What follows belongs to an exercise in optimizing a design on an open flow for small area and a short achievable clock period; a production flow would make more cautious choices. Only simulation tests tie the RTL to the original design; equivalence was not proved. Power figures rest on the tool's default switching activity, not on a simulated workload.

==> config.mk <==
export PLATFORM = sky130hd
export DESIGN_NAME = paintr_core
export DESIGN_NICKNAME = paintr_core
export VERILOG_FILES = /design/flow/design.v
export SDC_FILE = /design/flow/constraint.sdc
export NUM_CORES = 4
export LEC_CHECK = 0
export CAP_MARGIN = 20
export CORE_AREA = 5 5 325 325
export CTS_BUF_LIST = sky130_fd_sc_hd__clkbuf_8
export CTS_CLUSTER_DIAMETER = 60
export CTS_CLUSTER_SIZE = 20
export DIE_AREA = 0 0 330 330
export SETUP_SLACK_MARGIN = 3.3
export SLEW_MARGIN = 20
export TNS_END_PERCENT = 5
export BUFFER_PORTS_ARGS = -buffer_cell sky130_fd_sc_hd__buf_1
export PLACE_PINS_ARGS = -min_distance 1 -min_distance_in_tracks
==> constraint.sdc <==
create_clock -name core_clock -period 6.5 [get_ports {clk}]
set_input_delay 1.3000 -clock core_clock [delete_from_list [all_inputs] [get_ports {clk}]]
set_output_delay 1.3000 -clock core_clock [all_outputs]
set_load 0.01 [all_outputs]
==> design.v <==
module paintr_core (
	input  logic         clk,
	input  logic         rst,
	input  logic         step,
	input  logic [7:0]   pos_x,
	input  logic [7:0]   pos_y,
	input  logic         sw_save,
	input  logic         sw_load,
	input  logic [639:0] ram_q,
	input  logic         fb_rdata,
	output logic [8:0]   ram_addr,
	output logic [639:0] ram_data,
	output logic         ram_wren,
	output logic [18:0]  fb_waddr,
	output logic         fb_wdata,
	output logic [18:0]  fb_raddr,
	output logic [7:0]   VGA_R,
	output logic [7:0]   VGA_G,
	output logic [7:0]   VGA_B,
	output logic         VGA_BLANK_N,
	output logic         VGA_CLK,
	output logic         VGA_HS,
	output logic         VGA_SYNC_N,
	output logic         VGA_VS
);
	logic [10:0] cx, cy;
	always_ff @(posedge clk) begin
		if (rst) begin
			cx <= 11'd0;
			cy <= 11'd0;
		end else if (step) begin
			if (pos_x > 8'h30) cx <= pos_x[7] ? cx - 11'd1 : cx + 11'd1;
			if (pos_y > 8'h30) cy <= pos_y[7] ? cy + 11'd1 : cy - 11'd1;
		end
	end
	logic f_l1, f_l0, f_h1, f_h0;
	logic cx_inc, cx_dec;
	assign cx_inc = step & (pos_x > 8'h30) & ~pos_x[7];
	assign cx_dec = step & (pos_x > 8'h30) & pos_x[7];
	always_ff @(posedge clk) begin
		if (rst) begin
			f_l1 <= 1'b0;
			f_l0 <= 1'b1;
			f_h1 <= 1'b0;
			f_h0 <= 1'b1;
		end else if (cx_inc) begin
			f_l1 <= (cx[6:0] == 7'h7e);
			f_l0 <= f_l1;
			f_h1 <= f_l1 ? (cx[10:7] == 4'd14) : f_h1;
			f_h0 <= f_l1 ? (cx[10:7] == 4'd15) : f_h0;
		end else if (cx_dec) begin
			f_l1 <= f_l0;
			f_l0 <= (cx[6:0] == 7'd1);
			f_h1 <= f_l0 ? (cx[10:7] == 4'd0) : f_h1;
			f_h0 <= f_l0 ? (cx[10:7] == 4'd1) : f_h0;
		end
	end
	logic [9:0] load_x;
	logic [8:0] load_y;
	logic       color, act, wrap;
	logic [639:0] q_sh;    
	assign q_sh = {1'b0, ram_q[639:1]};
	logic [7:0]  s0, s1;
	logic [9:0]  s2;
	logic [79:0] g1;
	logic [9:0]  g2;
	logic        q_mux;
	always_comb begin
		for (int k = 0; k < 8; k++)  s1[k] = (load_x[5:3] == k);
		for (int k = 0; k < 10; k++) s2[k] = (load_x[9:6] == k);
		for (int h = 0; h < 80; h++) g1[h] = |(q_sh[8*h +: 8] & s0);
		for (int m = 0; m < 10; m++) g2[m] = |(g1[8*m +: 8] & s1);
		q_mux = |(g2 & s2);
	end
	logic row_end, all_done, upd;
	assign row_end  = act & ~wrap & (load_x == 10'd638);          
	assign all_done = act & wrap & (load_y == 9'd478);            
	assign upd      = ~row_end & ~all_done;
	always_ff @(posedge clk) begin
		if (rst) s0 <= 8'd1;
		else if (sw_load & upd) s0 <= (act & ~wrap) ? {s0[6:0], s0[7]} : 8'd1;
	end
	always_ff @(posedge clk) begin
		if (rst) begin
			load_x <= 10'd0;
			load_y <= 9'd0;
			color  <= 1'b0;
		end else if (sw_load & upd) begin
			load_x <= (act & ~wrap) ? load_x + 10'd1 : 10'd0;
			load_y <= act ? (wrap ? load_y + 9'd1 : load_y) : 9'd0;
			color  <= (act & ~wrap) ? q_mux : ram_q[0];
		end
	end
	always_ff @(posedge clk) begin
		if (rst | ~sw_load) begin
			act  <= 1'b0;
			wrap <= 1'b0;
		end else begin
			act  <= 1'b1;
			if (row_end) wrap <= 1'b1;
			else if (upd) wrap <= 1'b0;
		end
	end
	logic [10:0] x, y;
	assign x = sw_load ? {1'b0, load_x} : cx;
	assign y = sw_load ? {2'b0, load_y} : cy;
	logic [8:0]   write_addr;
	logic [639:0] data;
	logic         eq_l, eq_c, en;
	logic [8:0]   wa_nx, ly_nx;
	logic [10:0]  cy_nx;
	assign wa_nx = (rst | ~sw_save) ? 9'd0 : y[8:0];
	assign ly_nx = rst ? 9'd0 : (sw_load & upd) ? (act ? (wrap ? load_y + 9'd1 : load_y) : 9'd0) : load_y;
	assign cy_nx = rst ? 11'd0 : (step & (pos_y > 8'h30)) ? (pos_y[7] ? cy + 11'd1 : cy - 11'd1) : cy;
	always_ff @(posedge clk) begin
		eq_l <= (wa_nx == ly_nx);
		eq_c <= ({2'b00, wa_nx} == cy_nx);
	end
	assign en   = sw_save & ~rst & (sw_load ? eq_l : eq_c);
	logic [19:0] rsel;
	logic [31:0] csel;
	always_comb begin
		for (int j = 0; j < 20; j++) rsel[j] = en & (x[10:5] == j);
		for (int k = 0; k < 32; k++) csel[k] = (x[4:0] == k);
	end
	always_ff @(posedge clk) begin
		for (int i = 0; i < 640; i++)
			data[i] <= (data[i] & en) | (rsel[i >> 5] & csel[i & 31]);
	end
	always_ff @(posedge clk) begin
		if (rst | ~sw_save) write_addr <= 9'd0;
		else                write_addr <= y[8:0];
	end
	assign ram_data = data;
	assign ram_wren = sw_save;
	assign ram_addr = sw_load ? (act ? load_y : 9'd0) : (sw_save ? write_addr : 9'd500);
	logic [11:0] ac, al;
	logic        mx, my, cx_c;
	assign mx   = step & (pos_x > 8'h30);
	assign my   = step & (pos_y > 8'h30);
	assign cx_c = (cx_dec & f_l0) | (cx_inc & f_l1);
	logic [5:0]  dxr;      
	logic        cy_w;
	assign dxr  = f_l1 ? (f_h1 ? 6'h31 : 6'd1) : f_l0 ? (f_h0 ? 6'd15 : 6'h3f) : 6'd0;
	assign cy_w = my & (pos_y[7] ? (cy == 11'h7ff) : (cy == 11'd0));
	logic [5:0]  kd [6];   
	logic [6:0]  ks [6];
	logic [5:0]  klo [6];
	logic [5:0]  kup, kdn;
	always_comb begin
		kd[0] = 6'd0;        kd[1] = 6'd5;         kd[2] = 6'h3b;
		kd[3] = dxr;
		kd[4] = f_l1 ? (f_h1 ? 6'h36 : 6'd6)  : f_l0 ? (f_h0 ? 6'd20 : 6'd4)  : 6'd5;
		kd[5] = f_l1 ? (f_h1 ? 6'h2c : 6'h3c) : f_l0 ? (f_h0 ? 6'd10 : 6'h3a) : 6'h3b;
		for (int k = 0; k < 6; k++) begin
			ks[k]  = {1'b0, ac[5:0]} + {1'b0, kd[k]};
			klo[k] = ks[k][5:0];
			kup[k] = ks[k][6] & ~kd[k][5];
			kdn[k] = ~ks[k][6] & kd[k][5];
		end
	end
	logic        yu, yd;
	assign yu = my & pos_y[7];
	assign yd = my & ~pos_y[7];
	logic [7:0]  kv [6];   
	logic [7:0]  kx, k0, kk;
	always_comb
		for (int k = 0; k < 6; k++) kv[k] = {klo[k], kup[k], kdn[k]};
	assign k0 = yu ? kv[1] : yd ? kv[2] : kv[0];
	assign kx = yu ? kv[4] : yd ? kv[5] : kv[3];
	assign kk = cx_c ? kx : k0;
	logic [5:0]  ac_up, ac_dn, ac_hi, ac_lo;
	logic        sel_up, sel_dn;
	assign ac_up  = ac[11:6] + 6'd1;
	assign ac_dn  = ac[11:6] - 6'd1;
	assign {ac_lo, sel_up, sel_dn} = kk;
	assign ac_hi  = sel_up ? ac_up : sel_dn ? ac_dn : ac[11:6];
	always_ff @(posedge clk) begin
		if (rst) ac <= 12'd0;
		else     ac <= {ac_hi[5] ^ cy_w, ac_hi[4:0], ac_lo};
	end
	always_ff @(posedge clk) begin
		if (rst) al <= 12'd0;
		else if (sw_load & upd) begin
			if (~act) al <= 12'd0;
			else if (wrap | (load_x[6:0] == 7'h7f)) al <= al + 12'd1;
		end
	end
	assign fb_waddr = sw_load ? {al, load_x[6:0]} : {ac, cx[6:0]};
	assign fb_wdata = sw_load ? color : 1'b1;
	logic [10:0] hcount;
	logic [9:0]  vcount;
	logic        eol, eof, blank, pixel;
	assign eol = (hcount == 11'd1599);
	assign eof = (vcount == 10'd524);
	logic [10:0] hnext;
	logic [9:0]  vnext;
	logic [11:0] ra;       
	logic        hs, vs;
	assign hnext = eol ? 11'd0 : hcount + 11'd1;
	assign vnext = eol ? (eof ? 10'd0 : vcount + 10'd1) : vcount;
	always_ff @(posedge clk) begin
		if (rst) begin
			hcount <= 11'd0;
			vcount <= 10'd0;
			ra     <= 12'd0;
			hs     <= 1'b1;
			vs     <= 1'b1;
		end else begin
			hcount <= hnext;
			vcount <= vnext;
			if (eol)                      ra <= eof ? 12'd0 : ra - 12'd1;
			else if (hcount[7:0] == 8'hff) ra <= ra + 12'd1;
			hs <= !((hnext[10:7] == 4'b1010) & (hnext[6] | hnext[5]));
			vs <= !(vnext[9:1] == 9'd245);
		end
	end
	assign VGA_HS = hs;
	assign VGA_VS = vs;
	assign VGA_SYNC_N = 1'b1;
	assign VGA_CLK = hcount[0];
	assign blank = (hcount[10] & (hcount[9] | hcount[8])) | vcount[9] | (vcount[8:5] == 4'b1111);
	assign fb_raddr = {ra, hcount[7:1]};
	always_ff @(posedge clk) begin
		if (rst) begin
			pixel <= 1'b0;
			VGA_BLANK_N <= 1'b0;
		end else if (hcount[0]) begin
			pixel <= fb_rdata;
			VGA_BLANK_N <= ~blank;
		end
	end
	assign VGA_R = {8{pixel}};
	assign VGA_G = {8{pixel}};
	assign VGA_B = {8{pixel}};
endmodule
==> flow/run.sh <==
#!/bin/bash
# Standard ORFS layout (the standard.sh), with two layout choices added to
# config.mk: port buffers use the smallest buffer cell, and pins may sit on
# adjacent routing tracks so that a smaller die still holds all 1370 ports.
set -euo pipefail
cat flow/extra.mk >> config.mk
bash standard.sh > standard.log 2>&1
==> flow/extra.mk <==
export BUFFER_PORTS_ARGS = -buffer_cell sky130_fd_sc_hd__buf_1
export PLACE_PINS_ARGS = -min_distance 1 -min_distance_in_tracks
==> standard.sh <==
#!/bin/bash
# synth_recipe.tcl (not shown) runs the flow's synth.tcl, then flattens the netlist and writes it again
# the make line also repeats each setting of config.mk as NAME=value (left out here)
make -C /OpenROAD-flow-scripts/flow DESIGN_CONFIG=/design/flow/config.mk WORK_HOME=/design/flow/orfs CLKGATE_MAP_FILE= SYNTH_SCRIPT=/design/flow/synth_recipe.tcl "${@:-finish}"
==> results_dict.tcl <==
set metrics [dict create \
    drive_above_1_share_pct 8.046 \
    required_ns 5.20 \
    yosys-top-cells-area "dfxtp_1, a22o_1, a22oi_1" \
    setup_slack_ns 3.122 \
    wire_per_inst_um 29.08 \
    synth_ff_type "dfxtp_1" \
    yosysUniqueCellTypes 81 \
    core_um2 101700 \
    max-cap-violations 0 \
    min_period_ns 3.378 \
    final_area_um2 40760 \
    dp_slack_ns 1.792 \
    fin_util_pct 40.07 \
    r2r_end "color" \
    drtIter0Drc 3338 \
    grt_max_degree 237 \
    htree_levels 2 \
    outcome "finished clean" \
    grt_overflow_total 0 \
    syn_inst 3380 \
    clk_pin_slew_ns 0.09 \
    io_pins 1380 \
    ctsLongestPathBuffers 3 \
    path_class "in -> out" \
    leakagePower_nw 14.11 \
    gp_congestion 1.052 \
    start_util_pct 31.46 \
    dieArea_um2 108900 \
    clock_skew_ns 0.09110 \
    fin_crit_sh_pct 51.97 \
    ys_ff_latch 768 \
    r2r_slack_ns 3.28 \
    tightestPinTransition_ns 1.152 \
    hold-worst-slack_ns 0.4599 \
    hold_path_class "reg -> reg" \
    r2r_cells 8 \
    pwr-share-clk_pct 33.8 \
    grt_pass1_vias 32227 \
    finalNetCount 5305 \
    cp_max_fo 8 \
    antenna_found_initial 64 \
    p_int_mw 6.317 \
    root_buffer "clkbuf_8" \
    synth_edf_count 0 \
    io_buffers 1378 \
    place_area_um2 38250 \
    grt_pass1_wl_um 239900 \
    cts_tree "yes" \
    final_cell_mix "buf_1, dfxtp_1, a22o_1" \
    sw_frac_of_total_pct 29.15 \
    synth_nets 4091 \
    rr_startpoint "s0[7]" \
    final.setup.tns_ns 0 \
    numCtsBuffers 61 \
    p_comb_share_pct 12.0 \
    hold_viol 0 \
    grt_usage_pct 30.04 \
    min_path_cells 2 \
    synth_top_area_share_pct 48.03 \
    final_common_cell "buf_1" \
    vias 34714 \
    area_delta_synth_final_pct 27.34 \
    switchingPower_mw 2.599 \
    fillers 10459 \
    die_y_um 330 \
    crit_path_end_kind "output port" \
    yosys.area.top_type "dfxtp_1" \
    hold-path-endpoint "data[427]" \
    fmax_mhz 296.0 \
    max_slew_margin_pct 23.13 \
    dpl.hpwl_um 131300 \
    synthesis.area_um2 32010 \
    num_rows 117 \
    arrival_ns 2.08 \
    ir_drop_mv 0.1815 \
    setup_viol 0 \
    min_from "data[427]" \
    via_per_inst 5.731 \
    ant_nets 0 \
    cts_hold_buf 0 \
    cts_sinks 768 \
    die_w_um 330 \
    slew_viol_final 0 \
    dr.pass1.iters 10 \
    ys_seq_area_share_pct 48.03 \
    grt_setup_unrepaired "true" \
    seqPwrFrac_pct 54.2 \
    power_density_nw_per_um2 218.7 \
    synth-async-reset-ratio_pct 0 \
    syn_avg_cell_area_um2 9.471 \
    drc 0 \
    startpoint_type "primary input" \
    drt_wl_total_um 176200 \
    clk_latency_ns 0.81 \
    ys_warn_count 5 \
]
## state kept, by name (all words and copies together) (netlist names), 8 cells and up
| register | cells |
|---|---|
| data | 640 |
| ac | 12 |
| al | 12 |
| ra | 12 |
| cx | 11 |
| cy | 11 |
| hcount | 11 |
| load_x | 10 |
| vcount | 10 |
| load_y | 9 |
| write_addr | 9 |
| s0 | 8 |
## layer usage
metal / GRT usage [%] / wire, µm / vias up
li1: - / - / 15163
met1: 35.53 / 65920 / 16612
met2: 43.75 / 73870 / 2117
met3: 7.940 / 15420 / 806
met4: 28.74 / 20800 / 16
met5: 0 / 138 / -
## stage by stage
| step | instances | total power [mW] |
|---|---|---|
| 2_1_floorplan | 3380 | 5.509 |
| 3_3_place_gp | 5856 | 5.891 |
| 3_5_place_dp | 5857 | 5.898 |
| 4_1_cts | 5990 | 8.948 |
| 5_1_grt | 6053 | 9.279 |
| 6_report | 6057 | 8.916 |
## timing repair
action                                  4_1_cts  5_1_grt
resized for setup                           132       29
setup buffers                                22       12
pin swaps                                     8        6
gates cloned                                  6        1
hold endpoints to repair                      0        0
endpoints found under the setup margin      452      188
## worst max-delay path, cell delays in order
cell and delay (ns):
buf_4 0.14, buf_6 0.14, nor2b_4 0.14, a32o_2 0.23
buf_6 0.13
## synth_stat cells (all sizes together) (22+ instances only)
library cell	n
a21oi	89
xor2	39
buf	76
nand3	56
nand2	286
nor3	29
nor2	218
a22oi	306
nand4	79
clkbuf	251
xnor2	41
mux2i	22
dfxtp	768
ha	44
o21ai	188
a41oi	22
inv	51
a22o	528
## cells by family (layout without fill, tap and decap cells)
group,after synthesis,in the layout,share of synthesized area [%]
buffers and inverters,384,1638,4.995
multiplexers,33,33,1.075
other,1,54,0.01171
XOR/XNOR,80,80,2.212
AO/OA/AOI/OAI,1288,1289,30.54
AND/OR/NAND/NOR,777,778,11.10
adder cells (fa/ha/maj),49,49,2.033
flip-flops,768,768,48.03
## power by group through the flow
| stage | Clock [mW] | Combinational [mW] | Sequential (mW) |
|---|---|---|---|
| 3_3_place_gp | 0 | 0.957 | 4.93 |
| 2_1_floorplan | 0 | 0.616 | 4.89 |
| 6_report | 3.01 | 1.07 | 4.83 |
| 5_1_grt | 3.27 | 1.17 | 4.84 |
| 4_1_cts | 3.09 | 1.03 | 4.83 |
| 3_5_place_dp | 0 | 0.963 | 4.93 |
## how the worst max path moves through the flow
stage	startpoint	endpoint	slack (ns)	depth (start not counted)
6_report	sw_save	ram_addr[3]	3.12	5
2_1_floorplan	sw_load	fb_waddr[15]	2.90	6
3_5_place_dp	sw_load	data[625]	1.79	7
5_1_grt	pos_y[7]	eq_c	3.08	12
4_1_cts	sw_load	fb_waddr[0]	3.13	6
3_3_place_gp	sw_load	data[369]	1.79	7
## layout make-up
type,instances,area [µm²],share of cell area [%]
inverters,57,244.0,0.5985
clock buffers,64,880.8,2.161
flip-flops and latches,768,15420,37.82
well taps,1368,1712,4.199
repair buffers,1476,6331,15.53
clock inverters,41,509.2,1.249
multi-input cells,2230,15530,38.11
diodes,53,132.6,0.3254

[afterwards: timing with drivers on the ports]
In the flow no input, the clock included, has a driving cell. The finished layout below was timed again as built, in two steps. Step 1 assumes that a clkbuf_16 drives the clock port and a buf_2 every other input. Step 2 also shifts input and output timing later by t, the mid clock arrival at the registers, as if the neighbouring blocks saw the same clock. Three values: ideal, step 1, step 2; two values: the first two.
t (ns): 0.826
setup slack, ns: 3.122 / 2.940 / 2.377
hold WS [ns]: 0.460 / 0.460 / 0.460
worst setup path at the end: input to register
cell pins on the clock port's net: 1
After both steps this run still meets setup and hold. The setup slack of this run moves by -0.182 ns with the drivers and by -0.745 ns with both steps.
